This design comes from an exercise in tuning for small area on the open sky130 flow, not from production work. The RTL of this run was laid out without a check of its function. Power and IR drop assume default switching activity.

**design/flow/design.v**
```verilog
module scct_counter (
		     clk,
		     rst,
		     counter,
		     counter_changed,
		     irq_enable_i, irq_enable_i_wen,
		     irq_status_i, irq_status_i_wen,
		     prescaler_i, prescaler_i_wen,
		     counter_i, counter_i_wen,
		     irq_enable_o,
		     irq_status_o,
		     prescaler_o
		     );
   input 	 clk;
   input 	 rst;
   output [32-1:0] counter;
   input 				irq_enable_i;
   input 				irq_enable_i_wen;
   input 				irq_status_i;
   input 				irq_status_i_wen;
   input [32-1:0] 	prescaler_i;
   input 				prescaler_i_wen;
   input [32-1:0] 	counter_i;
   input 				counter_i_wen;
   output 				irq_enable_o;
   output 				irq_status_o;
   output [32-1:0] prescaler_o;
   output 				counter_changed;
   reg [32:0] 	my_counter;
   reg 					counter_changed;
   reg [32-1:0] 	prescaler;
   reg [32-1:0] 	prescaler_shadow;  
   reg [32-1:0] 	prescaler_count;
   reg 					irq_enable;
   reg 					irq_status;
   wire 				prescaler_match;
   wire 				counter_overflow;
   assign prescaler_match = (prescaler_count == prescaler_shadow);
   assign counter[32-1:0] = my_counter[32-1:0];
   assign counter_overflow = my_counter[32];
   assign prescaler_o = prescaler;
   assign irq_enable_o = irq_enable;
   assign irq_status_o = irq_status;
   always @(posedge clk or posedge rst)
     begin
	if (rst)
	  begin
	  end
	else
	  begin
	  end  
     end  
   always @(posedge clk or posedge rst)
     begin
	if(rst)
	  begin
	     prescaler_shadow <= 32'b0;
	     prescaler_count <= 32'b0;
	     my_counter <= 0;
	     irq_status <= 0;
	     prescaler <= 32'b0;
	     irq_enable <= 0;
	     counter_changed <= 0;
	  end  
	else
	  begin
	     prescaler_count <= prescaler_count + 1;
	     if (prescaler_match)
	       begin
		  my_counter <= my_counter + 1;
		  prescaler_count <= 32'b0;
		  prescaler_shadow <= prescaler;
		  counter_changed <= 1;
	       end
	     else
	       begin
		  counter_changed <= 0;
	       end  
	     if (counter_overflow)
	       begin
		  my_counter[32] <= 0;
		  irq_status <= irq_enable ? 1 : 0;
	       end
	     if (irq_enable_i_wen)
	       irq_enable <= irq_enable_i;
	     if ( (irq_status_i_wen) && (irq_status_i == 1) && (!counter_overflow))
	       begin
		  irq_status <= 0;
	       end
	     if (prescaler_i_wen)
	       prescaler <= prescaler_i;
	     if (counter_i_wen)
	       my_counter <= {1'b0, counter_i};
	  end  
     end  
endmodule  
module scct_channel (
		 clk, rst, counter, counter_changed,
		 icoc_select_i, icoc_select_i_wen,
		 icoc_action_i, icoc_action_i_wen,
		 i_cc_reg, i_cc_reg_wen,
		 irq_enable_i, irq_enable_i_wen,
		 irq_status_i, irq_status_i_wen,
		 force_oc_i, force_oc_i_wen,
		 icoc_select_o, icoc_action_o, cc_reg_o, irq_enable_o, irq_status_o,
		 pin_i, pin_o
		 );
   input 			     clk;
   input 			     rst;
   input [32-1:0] counter;
   input 			       counter_changed;
   input 			       icoc_select_i;
   input 			       icoc_select_i_wen;
   input [1:0] 			       icoc_action_i;
   input 			       icoc_action_i_wen;
   input [32-1:0] i_cc_reg;
   input 			       i_cc_reg_wen;
   input 			       irq_enable_i;
   input 			       irq_enable_i_wen;
   input 			       irq_status_i;  
   input 			       irq_status_i_wen;
   input 			       force_oc_i;
   input 			       force_oc_i_wen;
   output 			       icoc_select_o;
   output [1:0] 		       icoc_action_o;
   output [32-1:0] cc_reg_o;
   output 				irq_enable_o;
   output 				irq_status_o;
   input 				pin_i;
   output 				pin_o;
   reg 					outval;
   reg 					icoc_select;
   reg [1:0] 				icoc_action;
   reg 					irq_enable;
   reg 					irq_status;
   reg 					icirq;  
   reg 					ocirq;  
   wire 				intistat;
   reg [32-1:0] 	cc_reg;
   wire 				oc_match;
   reg 					last_input_state;
   assign icoc_select_o = icoc_select;
   assign icoc_action_o = icoc_action;
   assign cc_reg_o = cc_reg;
   assign irq_enable_o = irq_enable;
   assign irq_status_o = irq_status;
   assign pin_o = outval;
   assign intistat = (icoc_select == 1'b0) ? icirq : ocirq;
   assign oc_match = (cc_reg == counter) && counter_changed;
   always @(posedge clk or posedge rst)
     begin
	if (rst)
	  begin
	     cc_reg <= 32'b0;
	     icoc_select <= 1'b0;
	     icoc_action <= 2'b00;
	     irq_enable <= 1'b0;
	     icirq <= 1'b0;
	     ocirq <= 1'b0;
	     irq_status <= 1'b0;
	     outval <= 1'b0;
	     last_input_state <= 1'b0;	     
	  end
	else
	  begin
	     if (icoc_select_i_wen)
	       begin
		  icoc_select <= icoc_select_i;
		  case (icoc_select_i)
		    1'b0: icirq <= 0;
		    1'b1: ocirq <= 0;
		  endcase  
	       end
	     if (icoc_action_i_wen)
	       icoc_action <= icoc_action_i;
	     if (i_cc_reg_wen)
	       cc_reg <= i_cc_reg;
	     if (irq_enable_i_wen)
	       irq_enable <= irq_enable_i;
	     if ( (irq_status_i_wen) && (irq_status_i == 1) )
	       begin
		  icirq <= 0;
		  ocirq <= 0;
		  irq_status <= 0;
	       end
	     else
 	       irq_status <= irq_enable ? intistat : 0;
	     if (icoc_select == 1'b1)
	       begin
		  if ( oc_match || (force_oc_i_wen && force_oc_i) )
		    begin
		       case (icoc_action)
			 2'b01: outval <= 1;
			 2'b10: outval <= 0;
			 2'b11: outval <= !outval;
		       endcase
		       if (oc_match) ocirq <= 1;
		    end
	       end  
	     else if (icoc_select == 1'b0)
	       begin
		  if ( (icoc_action[0] == 1) && (last_input_state == 0) && (pin_i == 1) )
		    begin
		       cc_reg <= counter;
		       icirq <= 1;
		    end
		  else if ( (icoc_action[1] == 1) && (last_input_state == 1) && (pin_i == 0) )
		    begin
		       cc_reg <= counter;
		       icirq <= 1;
		    end
	       end
	     last_input_state <= pin_i;
	  end
     end
endmodule  
module scct (
	     clk,
	     rst,
	     address,
	     read,
	     readdata,
	     writedata,
	     write,
	     irq,
	     pins_i,
	     pins_o
	     );
   input clk;
   input rst;
   input [4:0] address;
   input 			  read;   
   output [31:0] 		  readdata;
   input [31:0] 		  writedata;
   input 			  write;
   output 			  irq;
   input [8-1:0]   pins_i;
   output [8-1:0]  pins_o;
   reg [31:0] 		  readdata;
   wire [32-1:0] counter;
   reg 				      ctr_irq_enable_i;
   reg 				      ctr_irq_enable_i_wen;
   reg 				      ctr_irq_status_i;
   reg 				      ctr_irq_status_i_wen;
   reg [32-1:0]  ctr_prescaler_i;
   reg 				      ctr_prescaler_i_wen;
   wire 			      ctr_irq_enable_o;
   wire 			      ctr_irq_status_o;
   wire [32-1:0] ctr_prescaler_o;
   wire 			      ctr_counter_changed;
   reg [32-1:0]  ctr_counter_i;
   reg 				      ctr_counter_i_wen;
   reg [8-1:0] 	      ch_icoc_select_i;
   reg 				      ch_icoc_select_i_wen;
   reg [8*2-1:0]       ch_icoc_action_i;
   reg 				      ch_icoc_action_i_wen;
   reg [32-1:0]  ch_i_cc_reg [0:8-1];
   reg [8-1:0] 	      ch_i_cc_reg_wen;
   reg [8-1:0] 	      ch_irq_enable_i;
   reg 				      ch_irq_enable_i_wen;
   reg [8-1:0] 	      ch_irq_status_i;
   reg 				      ch_irq_status_i_wen;
   reg [8-1:0] 	      ch_force_oc_i;
   reg 				      ch_force_oc_i_wen;
   wire [8-1:0] 	      ch_icoc_select_o;
   wire [8*2-1:0]      ch_icoc_action_o;
   wire [32-1:0] ch_cc_reg_o [0:8-1];
   wire [8-1:0] 	      ch_irq_enable_o;
   wire [8-1:0] 	      ch_irq_status_o;
   reg 				      irq;
   always @(ctr_irq_status_o or ch_irq_status_o)
     irq <= ((ctr_irq_status_o == 1) || (ch_irq_status_o != 0)) ? 1 : 0;
   scct_counter my_counter(
			   .clk(clk),
			   .rst(rst),
			   .counter(counter),
			   .counter_changed(ctr_counter_changed),
			   .irq_enable_i(ctr_irq_enable_i),
			   .irq_enable_i_wen(ctr_irq_enable_i_wen),
			   .irq_status_i(ctr_irq_status_i),
			   .irq_status_i_wen(ctr_irq_status_i_wen),
			   .prescaler_i(ctr_prescaler_i),
			   .prescaler_i_wen(ctr_prescaler_i_wen),
			   .counter_i(ctr_counter_i),
			   .counter_i_wen(ctr_counter_i_wen),
			   .irq_enable_o(ctr_irq_enable_o),
			   .irq_status_o(ctr_irq_status_o),
			   .prescaler_o(ctr_prescaler_o)
			   );
   scct_channel channel0(
                    .clk(clk),
                    .rst(rst),
                    .counter(counter),
                    .counter_changed(ctr_counter_changed),
                    .icoc_select_i(ch_icoc_select_i[0]),
                    .icoc_select_i_wen(ch_icoc_select_i_wen),
                    .icoc_action_i(ch_icoc_action_i[1:0]),
                    .icoc_action_i_wen(ch_icoc_action_i_wen),
                    .i_cc_reg(ch_i_cc_reg[0]),
                    .i_cc_reg_wen(ch_i_cc_reg_wen[0]),
                    .irq_enable_i(ch_irq_enable_i[0]),
                    .irq_enable_i_wen(ch_irq_enable_i_wen),
                    .irq_status_i(ch_irq_status_i[0]),
                    .irq_status_i_wen(ch_irq_status_i_wen),
                    .force_oc_i(ch_force_oc_i[0]),
                    .force_oc_i_wen(ch_force_oc_i_wen),
                    .icoc_select_o(ch_icoc_select_o[0]),
                    .icoc_action_o(ch_icoc_action_o[1:0]),
                    .cc_reg_o(ch_cc_reg_o[0]),
                    .irq_enable_o(ch_irq_enable_o[0]),
                    .irq_status_o(ch_irq_status_o[0]),
                    .pin_i(pins_i[0]),
                    .pin_o(pins_o[0])
                    );
   scct_channel channel1(
                    .clk(clk),
                    .rst(rst),
                    .counter(counter),
                    .counter_changed(ctr_counter_changed),
                    .icoc_select_i(ch_icoc_select_i[1]),
                    .icoc_select_i_wen(ch_icoc_select_i_wen),
                    .icoc_action_i(ch_icoc_action_i[3:2]),
                    .icoc_action_i_wen(ch_icoc_action_i_wen),
                    .i_cc_reg(ch_i_cc_reg[1]),
                    .i_cc_reg_wen(ch_i_cc_reg_wen[1]),
                    .irq_enable_i(ch_irq_enable_i[1]),
                    .irq_enable_i_wen(ch_irq_enable_i_wen),
                    .irq_status_i(ch_irq_status_i[1]),
                    .irq_status_i_wen(ch_irq_status_i_wen),
                    .force_oc_i(ch_force_oc_i[1]),
                    .force_oc_i_wen(ch_force_oc_i_wen),
                    .icoc_select_o(ch_icoc_select_o[1]),
                    .icoc_action_o(ch_icoc_action_o[3:2]),
                    .cc_reg_o(ch_cc_reg_o[1]),
                    .irq_enable_o(ch_irq_enable_o[1]),
                    .irq_status_o(ch_irq_status_o[1]),
                    .pin_i(pins_i[1]),
                    .pin_o(pins_o[1])
                    );
   scct_channel channel2(
                    .clk(clk),
                    .rst(rst),
                    .counter(counter),
                    .counter_changed(ctr_counter_changed),
                    .icoc_select_i(ch_icoc_select_i[2]),
                    .icoc_select_i_wen(ch_icoc_select_i_wen),
                    .icoc_action_i(ch_icoc_action_i[5:4]),
                    .icoc_action_i_wen(ch_icoc_action_i_wen),
                    .i_cc_reg(ch_i_cc_reg[2]),
                    .i_cc_reg_wen(ch_i_cc_reg_wen[2]),
                    .irq_enable_i(ch_irq_enable_i[2]),
                    .irq_enable_i_wen(ch_irq_enable_i_wen),
                    .irq_status_i(ch_irq_status_i[2]),
                    .irq_status_i_wen(ch_irq_status_i_wen),
                    .force_oc_i(ch_force_oc_i[2]),
                    .force_oc_i_wen(ch_force_oc_i_wen),
                    .icoc_select_o(ch_icoc_select_o[2]),
                    .icoc_action_o(ch_icoc_action_o[5:4]),
                    .cc_reg_o(ch_cc_reg_o[2]),
                    .irq_enable_o(ch_irq_enable_o[2]),
                    .irq_status_o(ch_irq_status_o[2]),
                    .pin_i(pins_i[2]),
                    .pin_o(pins_o[2])
                    );
   scct_channel channel3(
                    .clk(clk),
                    .rst(rst),
                    .counter(counter),
                    .counter_changed(ctr_counter_changed),
                    .icoc_select_i(ch_icoc_select_i[3]),
                    .icoc_select_i_wen(ch_icoc_select_i_wen),
                    .icoc_action_i(ch_icoc_action_i[7:6]),
                    .icoc_action_i_wen(ch_icoc_action_i_wen),
                    .i_cc_reg(ch_i_cc_reg[3]),
                    .i_cc_reg_wen(ch_i_cc_reg_wen[3]),
                    .irq_enable_i(ch_irq_enable_i[3]),
                    .irq_enable_i_wen(ch_irq_enable_i_wen),
                    .irq_status_i(ch_irq_status_i[3]),
                    .irq_status_i_wen(ch_irq_status_i_wen),
                    .force_oc_i(ch_force_oc_i[3]),
                    .force_oc_i_wen(ch_force_oc_i_wen),
                    .icoc_select_o(ch_icoc_select_o[3]),
                    .icoc_action_o(ch_icoc_action_o[7:6]),
                    .cc_reg_o(ch_cc_reg_o[3]),
                    .irq_enable_o(ch_irq_enable_o[3]),
                    .irq_status_o(ch_irq_status_o[3]),
                    .pin_i(pins_i[3]),
                    .pin_o(pins_o[3])
                    );
   scct_channel channel4(
                    .clk(clk),
                    .rst(rst),
                    .counter(counter),
                    .counter_changed(ctr_counter_changed),
                    .icoc_select_i(ch_icoc_select_i[4]),
                    .icoc_select_i_wen(ch_icoc_select_i_wen),
                    .icoc_action_i(ch_icoc_action_i[9:8]),
                    .icoc_action_i_wen(ch_icoc_action_i_wen),
                    .i_cc_reg(ch_i_cc_reg[4]),
                    .i_cc_reg_wen(ch_i_cc_reg_wen[4]),
                    .irq_enable_i(ch_irq_enable_i[4]),
                    .irq_enable_i_wen(ch_irq_enable_i_wen),
                    .irq_status_i(ch_irq_status_i[4]),
                    .irq_status_i_wen(ch_irq_status_i_wen),
                    .force_oc_i(ch_force_oc_i[4]),
                    .force_oc_i_wen(ch_force_oc_i_wen),
                    .icoc_select_o(ch_icoc_select_o[4]),
                    .icoc_action_o(ch_icoc_action_o[9:8]),
                    .cc_reg_o(ch_cc_reg_o[4]),
                    .irq_enable_o(ch_irq_enable_o[4]),
                    .irq_status_o(ch_irq_status_o[4]),
                    .pin_i(pins_i[4]),
                    .pin_o(pins_o[4])
                    );
   scct_channel channel5(
                    .clk(clk),
                    .rst(rst),
                    .counter(counter),
                    .counter_changed(ctr_counter_changed),
                    .icoc_select_i(ch_icoc_select_i[5]),
                    .icoc_select_i_wen(ch_icoc_select_i_wen),
                    .icoc_action_i(ch_icoc_action_i[11:10]),
                    .icoc_action_i_wen(ch_icoc_action_i_wen),
                    .i_cc_reg(ch_i_cc_reg[5]),
                    .i_cc_reg_wen(ch_i_cc_reg_wen[5]),
                    .irq_enable_i(ch_irq_enable_i[5]),
                    .irq_enable_i_wen(ch_irq_enable_i_wen),
                    .irq_status_i(ch_irq_status_i[5]),
                    .irq_status_i_wen(ch_irq_status_i_wen),
                    .force_oc_i(ch_force_oc_i[5]),
                    .force_oc_i_wen(ch_force_oc_i_wen),
                    .icoc_select_o(ch_icoc_select_o[5]),
                    .icoc_action_o(ch_icoc_action_o[11:10]),
                    .cc_reg_o(ch_cc_reg_o[5]),
                    .irq_enable_o(ch_irq_enable_o[5]),
                    .irq_status_o(ch_irq_status_o[5]),
                    .pin_i(pins_i[5]),
                    .pin_o(pins_o[5])
                    );
   scct_channel channel6(
                    .clk(clk),
                    .rst(rst),
                    .counter(counter),
                    .counter_changed(ctr_counter_changed),
                    .icoc_select_i(ch_icoc_select_i[6]),
                    .icoc_select_i_wen(ch_icoc_select_i_wen),
                    .icoc_action_i(ch_icoc_action_i[13:12]),
                    .icoc_action_i_wen(ch_icoc_action_i_wen),
                    .i_cc_reg(ch_i_cc_reg[6]),
                    .i_cc_reg_wen(ch_i_cc_reg_wen[6]),
                    .irq_enable_i(ch_irq_enable_i[6]),
                    .irq_enable_i_wen(ch_irq_enable_i_wen),
                    .irq_status_i(ch_irq_status_i[6]),
                    .irq_status_i_wen(ch_irq_status_i_wen),
                    .force_oc_i(ch_force_oc_i[6]),
                    .force_oc_i_wen(ch_force_oc_i_wen),
                    .icoc_select_o(ch_icoc_select_o[6]),
                    .icoc_action_o(ch_icoc_action_o[13:12]),
                    .cc_reg_o(ch_cc_reg_o[6]),
                    .irq_enable_o(ch_irq_enable_o[6]),
                    .irq_status_o(ch_irq_status_o[6]),
                    .pin_i(pins_i[6]),
                    .pin_o(pins_o[6])
                    );
   scct_channel channel7(
                    .clk(clk),
                    .rst(rst),
                    .counter(counter),
                    .counter_changed(ctr_counter_changed),
                    .icoc_select_i(ch_icoc_select_i[7]),
                    .icoc_select_i_wen(ch_icoc_select_i_wen),
                    .icoc_action_i(ch_icoc_action_i[15:14]),
                    .icoc_action_i_wen(ch_icoc_action_i_wen),
                    .i_cc_reg(ch_i_cc_reg[7]),
                    .i_cc_reg_wen(ch_i_cc_reg_wen[7]),
                    .irq_enable_i(ch_irq_enable_i[7]),
                    .irq_enable_i_wen(ch_irq_enable_i_wen),
                    .irq_status_i(ch_irq_status_i[7]),
                    .irq_status_i_wen(ch_irq_status_i_wen),
                    .force_oc_i(ch_force_oc_i[7]),
                    .force_oc_i_wen(ch_force_oc_i_wen),
                    .icoc_select_o(ch_icoc_select_o[7]),
                    .icoc_action_o(ch_icoc_action_o[15:14]),
                    .cc_reg_o(ch_cc_reg_o[7]),
                    .irq_enable_o(ch_irq_enable_o[7]),
                    .irq_status_o(ch_irq_status_o[7]),
                    .pin_i(pins_i[7]),
                    .pin_o(pins_o[7])
                    );
   always @(posedge clk or posedge rst)
     begin
	if (rst)
	  begin
	     readdata <= 0;
	  end
	else
	  begin
	     if (read)
	       begin
		  case (address)
		    5'h00: readdata <= counter;
		    5'h01: readdata <= ctr_prescaler_o;
		    5'h02: readdata <= ctr_irq_enable_o;
		    5'h03: readdata <= ctr_irq_status_o;
		    5'h08: readdata <= {24'b0, ch_icoc_select_o};
		    5'h09: readdata <= {16'b0, ch_icoc_action_o};
		    5'h0a: readdata <= {24'b0, ch_irq_enable_o};
		    5'h0b: readdata <= {24'b0, ch_irq_status_o};
		    5'h0c: readdata <= 32'b0;
		    5'h0d: readdata <= {24'b0, pins_i};
		    5'h0e: readdata <= {24'b0, pins_o};
		    5'h10: readdata <= ch_cc_reg_o[0];
		    5'h11: readdata <= ch_cc_reg_o[1];
		    5'h12: readdata <= ch_cc_reg_o[2];
		    5'h13: readdata <= ch_cc_reg_o[3];
		    5'h14: readdata <= ch_cc_reg_o[4];
		    5'h15: readdata <= ch_cc_reg_o[5];
		    5'h16: readdata <= ch_cc_reg_o[6];
		    5'h17: readdata <= ch_cc_reg_o[7];
		    default:;
		  endcase  
	       end
	  end
     end
   always @(posedge clk or posedge rst)
     begin
	if (rst)
	  begin
	  end
	else
	  begin
	  end
     end
   always @(posedge clk or posedge rst)
     begin
	if (rst)
	  begin
	     ctr_prescaler_i_wen <= 0;
	     ctr_counter_i_wen <= 0;
	     ctr_irq_enable_i_wen <= 0;
	     ctr_irq_status_i_wen <= 0;
	     ch_icoc_select_i_wen <= 0;
	     ch_icoc_action_i_wen <= 0;
	     ch_irq_enable_i_wen <= 0;
	     ch_irq_status_i_wen <= 0;
	     ch_force_oc_i_wen <= 0;
	     ch_i_cc_reg_wen[0] <= 0;
	     ch_i_cc_reg_wen[1] <= 0;
	     ch_i_cc_reg_wen[2] <= 0;
	     ch_i_cc_reg_wen[3] <= 0;
	     ch_i_cc_reg_wen[4] <= 0;
	     ch_i_cc_reg_wen[5] <= 0;
	     ch_i_cc_reg_wen[6] <= 0;
	     ch_i_cc_reg_wen[7] <= 0;
	  end
	else
	  begin
	     ctr_prescaler_i_wen <= 0;
	     ctr_counter_i_wen <= 0;
	     ctr_irq_enable_i_wen <= 0;
	     ctr_irq_status_i_wen <= 0;
	     ch_icoc_select_i_wen <= 0;
	     ch_icoc_action_i_wen <= 0;
	     ch_irq_enable_i_wen <= 0;
	     ch_irq_status_i_wen <= 0;
	     ch_force_oc_i_wen <= 0;
	     ch_i_cc_reg_wen <= 0;
	     if (write)
	       begin
		  case (address)
		    5'h00: begin
		       ctr_counter_i <= writedata;
		       ctr_counter_i_wen <= 1;
		    end
		    5'h01: begin
		       ctr_prescaler_i <= writedata;
		       ctr_prescaler_i_wen <= 1;
		    end
		    5'h02: begin
		       ctr_irq_enable_i <= writedata;
		       ctr_irq_enable_i_wen <= 1;
		    end
		    5'h03: begin
		       ctr_irq_status_i <= writedata;
		       ctr_irq_status_i_wen <= 1;
		    end
		    5'h08: begin
		       ch_icoc_select_i <= writedata[7:0];
		       ch_icoc_select_i_wen <= 1;
		    end
		    5'h09: begin
		       ch_icoc_action_i <= writedata[15:0];
		       ch_icoc_action_i_wen <= 1;
		    end
		    5'h0a: begin
		       ch_irq_enable_i <= writedata[7:0];
		       ch_irq_enable_i_wen <= 1;
		    end
		    5'h0b: begin
		       ch_irq_status_i <= writedata[7:0];
		       ch_irq_status_i_wen <= 1;
		    end
		    5'h0c: begin
		       ch_force_oc_i <= writedata[7:0];
		       ch_force_oc_i_wen <= 1;
		    end
		    5'h10: begin
		       ch_i_cc_reg[0] <= writedata;
		       ch_i_cc_reg_wen[0] <= 1;
		    end
		    5'h11: begin
		       ch_i_cc_reg[1] <= writedata;
		       ch_i_cc_reg_wen[1] <= 1;
		    end
		    5'h12: begin
		       ch_i_cc_reg[2] <= writedata;
		       ch_i_cc_reg_wen[2] <= 1;
		    end
		    5'h13: begin
		       ch_i_cc_reg[3] <= writedata;
		       ch_i_cc_reg_wen[3] <= 1;
		    end
		    5'h14: begin
		       ch_i_cc_reg[4] <= writedata;
		       ch_i_cc_reg_wen[4] <= 1;
		    end
		    5'h15: begin
		       ch_i_cc_reg[5] <= writedata;
		       ch_i_cc_reg_wen[5] <= 1;
		    end
		    5'h16: begin
		       ch_i_cc_reg[6] <= writedata;
		       ch_i_cc_reg_wen[6] <= 1;
		    end
		    5'h17: begin
		       ch_i_cc_reg[7] <= writedata;
		       ch_i_cc_reg_wen[7] <= 1;
		    end
		    default: begin
		    end
		  endcase  
	       end  
	  end  
     end  
endmodule  
```
**design/flow/run.sh**
```bash
#!/bin/bash
# synth_recipe.tcl (not shown) runs the flow's synth.tcl, then flattens the netlist and writes it again
# the make line also repeats each setting of config.mk as NAME=value (left out here)
make -C /OpenROAD-flow-scripts/flow DESIGN_CONFIG=/design/flow/config.mk WORK_HOME=/design/flow/orfs CLKGATE_MAP_FILE= SYNTH_SCRIPT=/design/flow/synth_recipe.tcl finish
```
**design/flow/config.mk**
```make
export PLATFORM = sky130hd
export DESIGN_NAME = scct
export DESIGN_NICKNAME = scct
export VERILOG_FILES = /design/flow/design.v
export SDC_FILE = /design/flow/constraint.sdc
export NUM_CORES = 4
export LEC_CHECK = 0
export CAP_MARGIN = 20
export CORE_MARGIN = 2
export CORE_UTILIZATION = 40
export PLACE_DENSITY = 0.6
export SLEW_MARGIN = 20
```
**design/flow/constraint.sdc**
```tcl
create_clock -name core_clock -period 8.0 [get_ports {clk}]
set_input_delay 1.6000 -clock core_clock [delete_from_list [all_inputs] [get_ports {clk}]]
set_output_delay 1.6000 -clock core_clock [all_outputs]
set_load 0.01 [all_outputs]
```
==> reports/summary.txt <==
==============================================================================
Outcome ......................................................... finished clean
Compound-cell area share of the yosys netlist ...................       9.018%
Post-CTS repair timing setup buffer count .......................            0
CTS tree ........................................................         done
CP required .....................................................      8330 ps
Share of cell area taken by muxes after synthesis ...............       8.496%
Worst setup SP type .............................................   input port
Unrepaired setup endpoints after global routing .................           no
Clock insertion delay at the later pin of the skew report .......       680 ps
Async set-reset flop share out of synthesis .....................       57.91%
Largest stage delay, worst path .................................      1100 ps
Proportion of layout cells with a drive suffix above 1 ..........       10.17%
Overall global routing resource usage ...........................       28.94%
IR drop worst, VDD ..............................................    0.2613 mV
Proportion of power drawn by combinational gates ................        22.2%
Adder-cell share of the synthesized area ........................     0.06409%
Maximum number of pins on one net before global-route repair ....          162
Number of top-level design ports ................................           90
Arrival @ worst endpoint ........................................      4960 ps
Mapped cell area ................................................  0.03904 mm²
Area occupied by registers ......................................  0.02386 mm²
Sum of negative setup slack .....................................         0 ps
Number of filler instances in the final layout ..................         8829
Sequential-to-total area share from yosys stat ..................       61.08%
Clock share of power ............................................        31.0%
Yosys reg bits ..................................................          879
Launching element of the worst setup path .......................        write
Htree depth .....................................................            3
Syn nets ........................................................         3352
Post-cts hold buffer count ......................................            0
Tightest hold margin ............................................     453.4 ps
Startpoint of the worst register-to-register path ............... my_counter.my_counter[4]$_DFFE_PP0P_
Synthesis warning total .........................................            5
Drt first pass iters ............................................            9
Worst min path class ............................................      reg2reg
Number of buffers inserted during clock tree synthesis ..........           96
Number of port buffers ..........................................           89
Num rows ........................................................          114
Max Slew Vio Count ..............................................            0
Final worst-path cycle share ....................................       57.87%
Number of failing hold endpoints at the final stage .............            0
Multi-input logic area ..........................................  0.01441 mm²
Total wirelength of the detailed-routed design ..................    144900 µm
Fin area ........................................................  0.04478 mm²
Routed Antenna Nets .............................................            0
Post-synthesis xor/xnor area fraction ...........................       7.493%
Clock transition at path regs ...................................        60 ps
Simple-Gate Fraction of Synth Area ..............................       11.13%
Global-route wire length before repair ..........................    204700 µm
Die Span X ......................................................     316.4 µm
Area of the die .................................................   0.1001 mm²
DR iter-0 viols .................................................         3838
Max Cap Violations ..............................................            0
Routed length on met3 ...........................................     13570 µm
Netlist cell types ..............................................           62
Setup Skew ......................................................     20.18 ps
Sequential cell fraction of total power .........................        46.9%
NetSw ...........................................................     5.292 mW
Met2 routed WL ..................................................     65330 µm
Synthesized area divided by synthesized cell count ..............    11.83 µm²
Commonest register cell after synthesis ......................... sky130_fd_sc_hd__dfrtp_1
Dominant combinational cell family by area after synthesis ...... simple AND/OR/NAND/NOR gates
Net switching share of the total power ..........................       36.10%
Max Used Layer ..................................................         met5
Number of flip-flops under the largest register name ............          256
Critical-path maximum fanout ....................................           19
Root buf cell ................................................... sky130_fd_sc_hd__clkbuf_16
Hpwl dp .........................................................     96530 µm
Leakage dissipation .............................................     16.63 nW
Final min period ................................................      4630 ps
# DRC ...........................................................            0
Int Pwr .........................................................     9.369 mW
Number of enable-type register cells in the synthesized netlist .          370
Power per cell area ............................................. 327.4 mW/mm²
Sort of element at the end of the critical path .................    flip-flop
Die span in y ...................................................     316.4 µm
Placed cell areas ...............................................  0.04149 mm²
Cells after Synth ...............................................         3301
Slew at the pin closest to its max-slew limit ...................      1232 ps
Initial cell density of the core ................................       40.37%
Number of failing setup endpoints in the final timing report ....            0
Category of the most critical setup path ........................       in2reg
Via count .......................................................       27.94k
Post-synthesis to final-layout area growth ......................       14.69%
Cell-by-cell trace of the critical path ......................... clkdlybuf4s50_1 -> nand2_1 -> nor3_4 -> buf_4
Core area .......................................................  0.09671 mm²
Post-layout power ...............................................     14.66 mW
Antenna violations before repair ................................            7
Cells resized by post-CTS repair ................................            0
Via-per-instance ratio ..........................................        5.973
Max transition margin ...........................................       17.65%
Source of the worst hold timing path ............................ ctr_counter_i[10]$_DFFE_PP_
Global route overflow ...........................................            0
Routed wire length per instance .................................     30.98 µm
Vias in the first global route ..................................       26.40k
Fmax ............................................................    216.0 MHz
Slowest-stage cell, CP .......................................... sky130_fd_sc_hd__nor3_4
Detailed-routing wirelength on met1 .............................     59550 µm
Sinks on the clock net ..........................................          879
Global placer's final weighted congestion .......................        1.025
Maximum count of clock buffers along a single path ..............            3
Count of nets after finishing ...................................         3370
==============================================================================
synthesized netlist by cell type (all sizes together), types with 59 or more instances:
cell type	instances	area, µm²
nor2	94	365.4
mux2i	265	2653
clkbuf	194	728.2
nand2	499	1873
nand3	65	325.3
edfxtp	370	11110
xor2	233	2041
dfrtp	509	12740
o21ai	305	1526
nand4	66	419.2
xnor2	101	884.6
a22oi	133	998.5
mux2	59	664.4
layer usage:
metal | GRT usage [%] | up-vias
met5 | 0 | -
met4 | 11.07 | 2
met3 | 6.593 | 327
met2 | 44.83 | 1426
met1 | 39.70 | 14320
li1 | - | 11870
cells in the final DEF (no fill, tap or decap), types with 83 or more instances in the layout:
cell type                         count
sky130_fd_sc_hd__a22oi_1            133
sky130_fd_sc_hd__clkbuf_16           99
sky130_fd_sc_hd__clkdlybuf4s50_1     89
sky130_fd_sc_hd__dfrtp_1            499
sky130_fd_sc_hd__edfxtp_1           370
sky130_fd_sc_hd__mux2i_1            265
sky130_fd_sc_hd__nand2_1            499
sky130_fd_sc_hd__nor2_1              83
sky130_fd_sc_hd__o21ai_0            303
sky130_fd_sc_hd__xnor2_1            101
sky130_fd_sc_hd__xor2_1             233
cell type report:
type | count | area share (%)
sequential | 879 | 53.29
inverter | 17 | 0.1565
tap | 1276 | 3.566
timing repair buffer | 168 | 3.663
antenna | 1 | 0.005589
clock inverter | 33 | 0.8411
multi-input combinational | 2157 | 32.18
clock buffer | 147 | 6.293
worst paths after layout:
check                                                        endpoint  slack, ps  cells past startpoint
max in group asynchronous               channel0.cc_reg[30]$_DFF_PP0_       4070                      5
worst min-delay path            my_counter.my_counter[10]$_DFFE_PP0P_        450                      2
worst max-delay path                     ch_i_cc_reg[1][16]$_DFFE_PP_       3370                      4
min in group asynchronous             channel0.irq_enable$_DFFE_PP0P_       1600                      3
worst min register to register  my_counter.my_counter[10]$_DFFE_PP0P_        450                      2
worst max register to register  my_counter.my_counter[30]$_DFFE_PP0P_       4070                      6
worst max-delay path: cells and delay by family:
kind          cells  cell delay, ps
buf+inv           2            1420
simple gates      2            1860
cells by family (layout without fill, tap and decap cells):
| family | after synthesis | in the layout |
|---|---|---|
| buffers and inverters | 265 | 365 |
| XOR/XNOR | 334 | 334 |
| other | 0 | 1 |
| flip-flops | 879 | 879 |
| AO/OA/AOI/OAI | 565 | 565 |
| AND/OR/NAND/NOR | 932 | 932 |
| multiplexers | 324 | 324 |
| adder cells (fa/ha/maj) | 2 | 2 |
power groups by stage:
| stage | Combinational [mW] | Sequential [mW] | Clock [mW] |
|---|---|---|---|
| final | 3.25 | 6.87 | 4.54 |
| after global routing | 3.42 | 6.91 | 4.76 |
| after CTS | 3.17 | 6.81 | 4.58 |
| after detailed placement | 3.15 | 6.88 | 0 |
| after global placement | 3.07 | 6.90 | 0 |
| after floorplan | 1.94 | 6.19 | 0 |
stage by stage:
stage | setup WS [ps] | utilization, % | cells
floorplan | -2824 | - | 3301
global placement | 2688 | 42.80 | 4490
detailed placement | 2680 | 42.91 | 4494
CTS | 3381 | 46.21 | 4674
global route | 3204 | 46.30 | 4677
finish | 3370 | 46.30 | 4678

[static timing again, ports no longer ideal]
In the flow no input, the clock included, has a driving cell. The finished layout below was timed again as built, in two steps. Step 1 assumes that a clkbuf_16 drives the clock port and a buf_2 every other input. Step 2 times the ports against the registers' clock, not the clock port: input delays grow and output delays shrink by t, the midpoint of the rising clock arrivals with the driver on. Slacks: ideal ports / drivers / drivers and shift; pairs: ideal ports / drivers.
t (ns): 0.736
setup slack, ns: 3.370 / 3.407 / 2.671
clock arrival spread, ns: 0.024 / 0.024
worst register clock-pin slew, ns: 0.07 / 0.07
pins driven straight from the clock port: 1
After both steps this run still meets setup and hold. The setup slack of this run moves by +0.037 ns with the drivers and by -0.699 ns with both steps.
